This is an optimization exercise on Yosys and OpenROAD, whose aim is small area and a short achievable clock period, not a production implementation. At most, simulation tests tie the RTL to the original design; equivalence was not proved.

Setup of JK:
## hybrid_pwm_sd_2ndorder
module hybrid_pwm_sd_2ndorder #(parameter signalwidth=16)
(
	input clk,
	input reset_n,
	input [signalwidth-1:0] d,
	output q
);
Settings: LEC_CHECK=0, ABC_AREA=1, CAP_MARGIN=20, CORE_MARGIN=2, CORE_UTILIZATION=40, CTS_BUF_LIST=sky130_fd_sc_hd__clkbuf_8, SLEW_MARGIN=20, SYNTH_HIERARCHICAL=1; clock period 11.0 ns.
standard.sh (not shown) runs the stock make flow with config.mk's settings and CLKGATE_MAP_FILE= SYNTH_SCRIPT=/design/flow/synth_recipe.tcl, a recipe that flattens the netlist after the stock synthesis.
==> flow/flow/run.sh <==
#!/bin/bash
# Standard ORFS layout (standard.sh) with three changes: timing repair is
# asked to leave extra setup margin so that the layout runs well faster than
# the clock, the ports get small buffers, and adders are left to ABC instead
# of being mapped to full/half-adder cells (registers are unchanged).
set -euo pipefail
bash standard.sh SETUP_SLACK_MARGIN=8.1 "BUFFER_PORTS_ARGS=-buffer_cell sky130_fd_sc_hd__buf_2" ADDER_MAP_FILE= finish > flow_make.log 2>&1
JK: no failed stages, no open violations at the end
> inputs changed (JK -> MS)
--- a/flow/design.v
+++ b/flow/design.v
@@ -1,22 +1,21 @@
 module hybrid_pwm_sd_2ndorder #(parameter signalwidth=16)
 (
 	input clk,
 	input reset_n,
 	input [signalwidth-1:0] d,
 	output q
 );
 reg [4:0]  pc;        
 reg        q_r;       
-reg        q_o;       
 reg [22:0] w;         
 reg [17:0] p;
 reg [17:0] r;
 reg        m;         
 reg        c16_r;     
 reg [15:0] dreg;      
 reg [6:0]  th;        
 reg [10:0] ep;        
 reg        f31, f0, f1, f2, f3, f5, f7, f8;    
 wire c16;
 carry16 u_c16 (.a(p[15:0]), .b(d), .c(c16));
 wire [17:0] b_oth = ({18{f2}} & {2'b0, dreg})
@@ -192,49 +191,47 @@
 assign w_next = wa_p ^ {wa_g41, wa_g30, wa_g40, wa_g25, wa_g39, wa_g29, wa_g38, wa_g22, wa_g37, wa_g28, wa_g36, wa_g24, wa_g35, wa_g27, wa_g34, wa_g19, wa_g33, wa_g26, wa_g32, wa_g13, wa_g31, wa_g1, wci};
 always @(posedge clk)
 begin
 	c16_r <= c16;
 	if (f0)
 		dreg <= d;
 end
 always @(posedge clk)
 begin
 	if (!reset_n) begin
 		pc   <= 5'd30;
 		q_r  <= 1'b0;
-		q_o  <= 1'b1;
 		w    <= 23'h7f0000;
 		p    <= 18'h2fffd;
 		r    <= 18'h18000;
 		m    <= 1'b1;
 		th   <= 7'd0;
 		ep   <= 11'd0;
 		{f31, f0, f1, f2, f3, f5, f7, f8} <= 8'b00000000;
 	end else begin
 		pc  <= pc_next;
 		q_r <= q_next;
-		q_o <= q_next;
 		w   <= w_next;
 		p   <= r;
 		r   <= sum;
 		{f31, f0, f1, f2, f3, f5, f7, f8} <= {pc == 5'd30, f31, f0, f1, f2, pc == 5'd4, pc == 5'd6, f7};
 		if (f1)
 			m <= m_new;
 		if (f31)
 			th <= sum[17:11];
 		if (f3)
 			ep <= p[10:0];
 	end
 end
-assign q = q_o;
+assign q = q_r;
 endmodule
 module carry16 (input [15:0] a, input [15:0] b, output c);
 wire [15:0] g0 = a & b;
 wire [15:0] p0 = a | b;
 wire [7:0] g1, p1;
 wire [3:0] g2, p2;
 wire [1:0] g3, p3;
 genvar i;
 generate
 	for (i = 0; i < 8; i = i + 1) begin : l1
 		assign g1[i] = g0[2*i+1] | (p0[2*i+1] & g0[2*i]);
 		assign p1[i] = p0[2*i+1] & p0[2*i];
MS — data arrival at the endpoint of the critical path 70 ps higher, JK as reference. Number of distinct library cell variants in the gate-level netlist after synthesis (MS vs. JK) increases by a few percent. Flip-flop and latch count, MS and JK: larger value in JK. Looking at synthesized area across MS and JK, the one that comes out lower is JK.

========
Setup of nickel:
Another version of the RTL of hybrid_pwm_sd_2ndorder (not shown whole).
Size in the first run: roughly 100 flip-flops.
==> module hybrid_pwm_sd_2ndorder, before the edit <==
module hybrid_pwm_sd_2ndorder #(parameter signalwidth=16)
(
	input clk,
	input reset_n,
	input [signalwidth-1:0] d,
	output q
);
reg [4:0]  pc;        
reg        q_r;       
reg [22:0] w;         
reg [17:0] acc1;      
reg        m;         
reg [15:0] dreg;      
reg [6:0]  th;        
reg [17:0] s2;        
reg [10:0] ep;        
wire st30 = (pc == 5'd30);
wire st31 = (pc == 5'd31);
wire st0  = (pc == 5'd0);
wire st1  = (pc == 5'd1);
wire st2  = (pc == 5'd2);
wire st3  = (pc == 5'd3);
wire st4  = (pc == 5'd4);
wire st5  = (pc == 5'd5);
wire [16:0] lo_sum = {1'b0, acc1[15:0]} + {1'b0, d};
wire m_new = acc1[17] ^ (acc1[16] & lo_sum[16]);
wire q31 = th[6] ? m : th[5];
wire use_acc = st1 | st5;
wire inv = st31 | st2 | st5;
wire [17:0] b_sel = st31 ? {2'b0, w[22:7]} :
                    st30 ? {{9{q31}}, 9'b0} :
                    st1  ? {2'b0, dreg} :
                    (st2 | st3) ? {7'b0, ep} :
                    {2'b0, acc1[17:2]};
wire [17:0] b_op = b_sel ^ {18{inv}};
wire [17:0] a_op = use_acc ? acc1 : s2;
wire cin = st30 | st2 | (st31 & (q_r | ~&w[6:0])) | (st5 & ~|acc1[1:0]);
wire [17:0] sum = a_op + b_op + {17'b0, cin};
wire [4:0] pc_next = pc + 5'd1;
wire q_gen   = th[6] ? m : ({1'b0, pc_next} < th[5:0]);
wire q_last  = sum[17] ? m : (sum[16:11] != 6'd0);
wire q_first = th[6] ? m_new : (th[5:1] != 5'd0);
wire q_next  = st31 ? q_last : st0 ? q_first : q_gen;
wire [22:0] w_next = w + {7'h7f, ~w[22:7]} + (q_r ? 23'h00fe00 : 23'h0)
                       + {22'b0, q_r ? (w[6:0] == 7'd0) : 1'b1};
always @(posedge clk)
	dreg <= d;
always @(posedge clk, negedge reset_n)
begin
	if (!reset_n) begin
		pc   <= 5'd30;
		q_r  <= 1'b0;
		w    <= 23'h7f0000;
		acc1 <= 18'h2fffd;
		m    <= 1'b1;
		th   <= 7'd0;
		s2   <= 18'h17fff;
		ep   <= 11'd0;
	end else begin
		pc  <= pc_next;
		q_r <= q_next;
		w   <= w_next;
		if (st0)
			m <= m_new;
		if (use_acc)
			acc1 <= sum;
		if (st30 | st31 | st2 | st3 | st4)
			s2 <= sum;
		if (st31)
			th <= sum[17:11];
		if (st2)
			ep <= s2[10:0];
	end
end
assign q = q_r;
endmodule
export LEC_CHECK = 0
export CAP_MARGIN = 20
export CORE_MARGIN = 2
export CORE_UTILIZATION = 40
export SLEW_MARGIN = 20
create_clock -name core_clock -period 11.0 [get_ports {clk}]
==> flow/flow/run.sh <==
#!/bin/bash
# Standard ORFS layout (standard.sh), with timing repair asked to leave
# extra setup margin so that the layout runs well faster than the clock.
set -euo pipefail
bash standard.sh SETUP_SLACK_MARGIN=7.5 finish > flow_make.log 2>&1
Per the final summary, nickel finished and its layout is clean on timing, DRC and antenna.
#### Input delta (ember over nickel)
==> flow/design.v <==
module hybrid_pwm_sd_2ndorder #(parameter signalwidth=16)
(
	input clk,
	input reset_n,
	input [signalwidth-1:0] d,
	output q
);
reg [4:0]  pc;        
reg        q_r;       
reg [22:0] w;         
reg [17:0] acc1;      
reg        m;         
reg [15:0] dreg;      
reg [6:0]  th;        
reg [17:0] s2;        
reg [10:0] ep;        
reg        f30, f31, f0, f1, f2, f3, f4, f5;    
wire [16:0] lo_sum = {1'b0, acc1[15:0]} + {1'b0, d};
wire c16 = lo_sum[16];
wire q31 = th[6] ? m : th[5];
wire [17:0] b_oth = ({18{f30}} & {{9{q31}}, 9'b0})
                  | ({18{f1}} & {2'b0, dreg})
                  | ({18{f2 | f3}} & ({7'b0, ep} ^ {18{f2}}))
                  | ({18{f4 | f5}} & ({2'b0, acc1[17:2]} ^ {18{f5}}));
wire [17:0] b_op = f31 ? ~{2'b0, w[22:7]} : b_oth;
wire [17:0] a_op = (f1 | f5) ? acc1 : s2;
wire cin = f30 | f2 | (f31 & (q_r | ~&w[6:0])) | (f5 & ~|acc1[1:0]);
wire [17:0] sum = a_op + b_op + {17'b0, cin};
wire [4:0] pc_next = pc + 5'd1;
wire q_gen   = th[6] ? m : ({1'b0, pc_next} < th[5:0]);
wire q_last  = sum[17] ? m : (sum[16:11] != 6'd0);
wire q_oth   = f31 ? q_last : f0 ? (th[5:1] != 5'd0) : q_gen;
wire sel_m   = f0 & th[6];
wire q_c1    = sel_m ? (acc1[17] ^ acc1[16]) : q_oth;
wire q_c0    = sel_m ? acc1[17] : q_oth;
wire q_next  = c16 ? q_c1 : q_c0;
wire m_new   = c16 ? (acc1[17] ^ acc1[16]) : acc1[17];
wire [22:0] w_next = w + {7'h7f, ~w[22:7]} + (q_r ? 23'h00fe00 : 23'h0)
                       + {22'b0, q_r ? (w[6:0] == 7'd0) : 1'b1};
always @(posedge clk)
	dreg <= d;
always @(posedge clk, negedge reset_n)
begin
	if (!reset_n) begin
		pc   <= 5'd30;
		q_r  <= 1'b0;
		w    <= 23'h7f0000;
		acc1 <= 18'h2fffd;
		m    <= 1'b1;
		th   <= 7'd0;
		s2   <= 18'h17fff;
		ep   <= 11'd0;
		{f30, f31, f0, f1, f2, f3, f4, f5} <= 8'b10000000;
	end else begin
		pc  <= pc_next;
		q_r <= q_next;
		w   <= w_next;
		{f30, f31, f0, f1, f2, f3, f4, f5} <= {pc == 5'd29, f30, f31, f0, f1, f2, f3, f4};
		if (f0)
			m <= m_new;
		if (f1 | f5)
			acc1 <= sum;
		if (f30 | f31 | f2 | f3 | f4)
			s2 <= sum;
		if (f31)
			th <= sum[17:11];
		if (f2)
			ep <= s2[10:0];
	end
end
assign q = q_r;
endmodule
### Flow results
Taking nickel as the reference point, the routed wire length of ember rises by 4.1%. Compare nickel and ember | area growth from synthesis to final layout higher: nickel. Comparing nickel and ember, the lower area of the multi-input gates is on ember. | first-iteration DRC count | ember vs nickel | 61% higher |. Synthesized netlist cell count, nickel and ember: larger value in ember. Looking at portion of the clock cycle consumed by the worst path in the final layout, ember sits below nickel. Overall die area is lower on nickel. Relative to nickel, area occupied by registers increased by about 8% in ember. In the reports, the flip-flop count of ember exceeds that of nickel. Row detailed-placement wirelength estimate: ember higher / nickel lower.
Function not checked in nickel: the RTL went through the layout flow alone.

========
## run 1
hybrid_pwm_sd_2ndorder, a different RTL version from the one above (not shown whole).
Size in the first run: roughly 970 cells after synthesis, roughly 19 I/O pins, ~0.0063 sq mm of cells after synthesis.
clock: 11.0 ns
lec_check: 0
abc_area: 1
cap_margin: 20
core_margin: 2
core_utilization: 40
cts_buf_list: sky130_fd_sc_hd__clkbuf_8
slew_margin: 20
synth_hierarchical: 1
==> flow/flow/run.sh <==
#!/bin/bash
# Standard ORFS layout (standard.sh) with three changes: timing repair is
# asked to leave extra setup margin so that the layout runs well faster than
# the clock, the ports get small buffers, and adders are left to ABC instead
# of being mapped to full/half-adder cells (registers are unchanged).
set -euo pipefail
bash standard.sh SETUP_SLACK_MARGIN=8.2 "BUFFER_PORTS_ARGS=-buffer_cell sky130_fd_sc_hd__buf_2" ADDER_MAP_FILE= finish > flow_make.log 2>&1
Inputs modified between run 1 and run 2:
--- a/flow/design.v
+++ b/flow/design.v
@@ -196,42 +196,39 @@
 	if (f0)
 		dreg <= d;
 end
 always @(posedge clk)
 begin
 	if (!reset_n) begin
 		pc   <= 5'd30;
-		q_o  <= 1'b0;
+		q_r  <= 1'b0;
+		q_o  <= 1'b1;
 		w    <= 23'h7f0000;
 		p    <= 18'h2fffd;
 		r    <= 18'h18000;
 		m    <= 1'b1;
 		th   <= 7'd0;
 		ep   <= 11'd0;
 		{f31, f0, f1, f2, f3, f5, f7, f8} <= 8'b00000000;
 	end else begin
 		pc  <= pc_next;
+		q_r <= q_next;
 		q_o <= q_next;
 		w   <= w_next;
 		p   <= r;
 		r   <= sum;
 		{f31, f0, f1, f2, f3, f5, f7, f8} <= {pc == 5'd30, f31, f0, f1, f2, pc == 5'd4, pc == 5'd6, f7};
 		if (f1)
 			m <= m_new;
 		if (f31)
 			th <= sum[17:11];
 		if (f3)
 			ep <= p[10:0];
 	end
 end
-always @(posedge clk, negedge reset_n)
-	if (!reset_n)
-		q_r <= 1'b0;
-	else
-		q_r <= q_next;
 assign q = q_o;
 endmodule
 module carry16 (input [15:0] a, input [15:0] b, output c);
 wire [15:0] g0 = a & b;
 wire [15:0] p0 = a | b;
 wire [7:0] g1, p1;
 wire [3:0] g2, p2;
--- outcome ---
- Summary of run 2 over run 1: part of the cycle the worst path needs shows no meaningful change; met1 routed wirelength after detailed routing now larger.
- No stage failed in run 2, and the final checks on the layout all came back clean.
- First-pass GRT wire length (run 2 over run 1): decrease, 570 um
- Of run 1 and run 2, the run reporting the lower share of cell area taken by multi-input logic gates was run 1.
- [compare] base=run 1 new=run 2: count of cells resized by post-cts repair decreased by 7 relative to the old numbers, routed length per placed instance lower, area of all placed cells without fillers down 1.9%, global-route usage fell 0.79 points.
- Run 2 vs run 1: post-layout minimum cycle time up in run 2
No functional check of the RTL was part of run 1.

========
hybrid_pwm_sd_2ndorder, a different RTL version from the one above (not shown whole).
Size in the first run: about 110 flip-flops, roughly 19 I/O pins, about 0.0061 sq mm of cells after synthesis.
==> module hybrid_pwm_sd_2ndorder, before the edit <==
module hybrid_pwm_sd_2ndorder #(parameter signalwidth=16)
(
	input clk,
	input reset_n,
	input [signalwidth-1:0] d,
	output q
);
reg [4:0]  pc;        
reg        q_r;       
reg [22:0] w;         
reg [17:0] p;
reg [17:0] r;
reg        m;         
reg [15:0] dreg;      
reg [6:0]  th;        
reg [10:0] ep;        
reg        f31, f0, f2, f3, f5, f7, f8;    
wire c16;
carry16 u_c16 (.a(p[15:0]), .b(d), .c(c16));
wire [17:0] b_oth = ({18{f2}} & {2'b0, dreg})
                  | ({18{f3 | f5}} & ({7'b0, ep} ^ {18{f3}}))
                  | ({18{f7}} & {2'b0, r[17:2]})
                  | ({18{f8}} & ~{2'b0, p[17:2]});
wire [7:0] wu;
wire [17:0] b_op = f31 ? ~{1'b0, wu, w[15:7]} : b_oth;
wire cin = f3 | f7 | (f31 & (q_r | ~&w[6:0])) | (f8 & ~|p[1:0]);
wire [17:0] sum;
add18 u_sadd (.a(p), .b(b_op), .ci(cin), .s(sum));
wire [4:0] pc_next = pc + 5'd1;
wire q_gen   = th[6] ? m : ({1'b0, pc_next} < th[5:0]);
wire q_last  = sum[17] ? m : (sum[16:11] != 6'd0);
wire q_oth   = f31 ? q_last : f0 ? (th[5:1] != 5'd0) : q_gen;
wire sel_m   = f0 & th[6];
wire q_c1    = sel_m ? (p[17] ^ p[16]) : q_oth;
wire q_c0    = sel_m ? p[17] : q_oth;
wire q_next, m_new;
mux2x u_qsel (.s(c16), .a1(q_c1), .a0(q_c0), .y(q_next));
mux2x u_msel (.s(c16), .a1(f0 ? p[17] ^ p[16] : m), .a0(f0 ? p[17] : m), .y(m_new));
wire [22:0] w_next;
radd u_radd (.w(w), .f(q_r), .y(w_next), .u(wu));
always @(posedge clk)
	if (f0)
		dreg <= d;
always @(posedge clk, negedge reset_n)
begin
	if (!reset_n) begin
		pc   <= 5'd30;
		q_r  <= 1'b0;
		w    <= 23'h7f0000;
		p    <= 18'h2fffd;
		r    <= 18'h18000;
		m    <= 1'b1;
		th   <= 7'd0;
		ep   <= 11'd0;
		{f31, f0, f2, f3, f5, f7, f8} <= 7'b0000000;
	end else begin
		pc  <= pc_next;
		q_r <= q_next;
		w   <= w_next;
		p   <= r;
		r   <= sum;
		{f31, f0, f2, f3, f5, f7, f8} <= {pc == 5'd30, f31, pc == 5'd1, f2, pc == 5'd4, pc == 5'd6, f7};
		m   <= m_new;
		if (f31)
			th <= sum[17:11];
		if (f3)
			ep <= p[10:0];
	end
end
assign q = q_r;
endmodule
export LEC_CHECK = 0
export ABC_AREA = 1
export CAP_MARGIN = 20
export CORE_MARGIN = 2
export CORE_UTILIZATION = 40
export CTS_BUF_LIST = sky130_fd_sc_hd__clkbuf_8
export SLEW_MARGIN = 20
create_clock -name core_clock -period 11.0 [get_ports {clk}]
==> flow/flow/run.sh <==
#!/bin/bash
# Standard ORFS layout (standard.sh), with timing repair asked to leave
# extra setup margin so that the layout runs well faster than the clock,
# and small port buffers.
set -euo pipefail
bash standard.sh SETUP_SLACK_MARGIN=7.5 "BUFFER_PORTS_ARGS=-buffer_cell sky130_fd_sc_hd__buf_2" finish > flow_make.log 2>&1
Then changed:
--- a/flow/design.v
+++ b/flow/design.v
@@ -7,65 +7,69 @@
 );
 reg [4:0]  pc;        
 reg        q_r;       
 reg [22:0] w;         
-reg [17:0] p;
-reg [17:0] r;
+reg [17:0] acc1;      
 reg        m;         
 reg [15:0] dreg;      
 reg [6:0]  th;        
+reg [17:0] s2;        
 reg [10:0] ep;        
-reg        f31, f0, f2, f3, f5, f7, f8;    
+reg        f31, f0, f1, f2, f3, f4, f5;    
+reg        fa;        
 wire c16;
-carry16 u_c16 (.a(p[15:0]), .b(d), .c(c16));
-wire [17:0] b_oth = ({18{f2}} & {2'b0, dreg})
-                  | ({18{f3 | f5}} & ({7'b0, ep} ^ {18{f3}}))
-                  | ({18{f7}} & {2'b0, r[17:2]})
-                  | ({18{f8}} & ~{2'b0, p[17:2]});
+carry16 u_c16 (.a(acc1[15:0]), .b(d), .c(c16));
+wire [17:0] b_oth = ({18{f1}} & {2'b0, dreg})
+                  | ({18{f2 | f3}} & ({7'b0, ep} ^ {18{f2}}))
+                  | ({18{f4 | f5}} & ({2'b0, acc1[17:2]} ^ {18{f5}}));
 wire [7:0] wu;
 wire [17:0] b_op = f31 ? ~{1'b0, wu, w[15:7]} : b_oth;
-wire cin = f3 | f7 | (f31 & (q_r | ~&w[6:0])) | (f8 & ~|p[1:0]);
+wire [17:0] a_op = fa ? acc1 : s2;
+wire cin = f2 | f4 | (f31 & (q_r | ~&w[6:0])) | (f5 & ~|acc1[1:0]);
 wire [17:0] sum;
-add18 u_sadd (.a(p), .b(b_op), .ci(cin), .s(sum));
+add18 u_sadd (.a(a_op), .b(b_op), .ci(cin), .s(sum));
 wire [4:0] pc_next = pc + 5'd1;
 wire q_gen   = th[6] ? m : ({1'b0, pc_next} < th[5:0]);
 wire q_last  = sum[17] ? m : (sum[16:11] != 6'd0);
 wire q_oth   = f31 ? q_last : f0 ? (th[5:1] != 5'd0) : q_gen;
 wire sel_m   = f0 & th[6];
-wire q_c1    = sel_m ? (p[17] ^ p[16]) : q_oth;
-wire q_c0    = sel_m ? p[17] : q_oth;
+wire q_c1    = sel_m ? (acc1[17] ^ acc1[16]) : q_oth;
+wire q_c0    = sel_m ? acc1[17] : q_oth;
 wire q_next, m_new;
 mux2x u_qsel (.s(c16), .a1(q_c1), .a0(q_c0), .y(q_next));
-mux2x u_msel (.s(c16), .a1(f0 ? p[17] ^ p[16] : m), .a0(f0 ? p[17] : m), .y(m_new));
+mux2x u_msel (.s(c16), .a1(f0 ? acc1[17] ^ acc1[16] : m), .a0(f0 ? acc1[17] : m), .y(m_new));
 wire [22:0] w_next;
 radd u_radd (.w(w), .f(q_r), .y(w_next), .u(wu));
 always @(posedge clk)
-	if (f0)
-		dreg <= d;
+	dreg <= d;
 always @(posedge clk, negedge reset_n)
 begin
 	if (!reset_n) begin
 		pc   <= 5'd30;
 		q_r  <= 1'b0;
 		w    <= 23'h7f0000;
-		p    <= 18'h2fffd;
-		r    <= 18'h18000;
+		acc1 <= 18'h2fffd;
 		m    <= 1'b1;
 		th   <= 7'd0;
+		s2   <= 18'h18000;
 		ep   <= 11'd0;
-		{f31, f0, f2, f3, f5, f7, f8} <= 7'b0000000;
+		{f31, f0, f1, f2, f3, f4, f5} <= 7'b0000000;
+		fa   <= 1'b0;
 	end else begin
 		pc  <= pc_next;
 		q_r <= q_next;
 		w   <= w_next;
-		p   <= r;
-		r   <= sum;
-		{f31, f0, f2, f3, f5, f7, f8} <= {pc == 5'd30, f31, pc == 5'd1, f2, pc == 5'd4, pc == 5'd6, f7};
+		{f31, f0, f1, f2, f3, f4, f5} <= {pc == 5'd30, f31, f0, f1, f2, f3, f4};
+		fa  <= f0 | f4;
 		m   <= m_new;
+		if (fa)
+			acc1 <= sum;
+		if (f31 | f2 | f3 | f4)
+			s2 <= sum;
 		if (f31)
 			th <= sum[17:11];
-		if (f3)
-			ep <= p[10:0];
+		if (f2)
+			ep <= s2[10:0];
 	end
 end
 assign q = q_r;
 endmodule
Synthesized area increases by a few percent.
Die area went up by a few percent.
Via count rose by about a fifth.
Register-to-register slack gets better by 0.13 ns.
Setup slack improved by 0.13 ns.
Wire length rose by about a fifth.
Count of clock-buffer cells in the layout grows by 4.
Maximum frequency came out higher by a few percent.
Cell count rose by about a fifth.
Critical path depth is higher by 2.
Utilization rises by 1.8 points.

[port drivers added, routing unchanged]
Ports are ideal in the flow. The routed layouts listed here were re-timed in OpenROAD. Step 1 sets driving cells, clkbuf_16 on the clock port and buf_2 on the other inputs (assumed; they add their load-dependent delay and slew). Step 2 also shifts input and output timing later by t, the mid clock arrival at the registers, as if the neighbouring blocks saw the same clock. Slacks: ideal / step 1 / step 2; pairs: ideal / step 1.
run	t, ns	setup slack, ns	clock arrival spread, ns	worst register clock-pin slew, ns
JK	0.425	7.971 / 7.932 / 7.596	0.011 / 0.012	0.11 / 0.11
MS	0.434	7.903 / 7.865 / 7.596	0.010 / 0.010	0.11 / 0.11
nickel	0.402	6.935 / 6.935 / 6.928	0.014 / 0.015	0.07 / 0.07
ember	0.397	7.411 / 7.429 / 7.032	0.009 / 0.010	0.08 / 0.08
run 1	0.427	7.986 / 7.946 / 7.591	0.021 / 0.021	0.11 / 0.11
run 2	0.417	7.970 / 7.935 / 7.614	0.011 / 0.012	0.10 / 0.10
the first run of note 4	0.431	7.455 / 7.455 / 7.420	0.014 / 0.014	0.11 / 0.11
the second run of note 4	0.422	7.583 / 7.583 / 7.388	0.011 / 0.011	0.10 / 0.10
After both steps setup and hold are still met in every run listed. The setup slack of run 1, which loses most, moves by -0.040 ns with the drivers and by -0.395 ns with both steps.
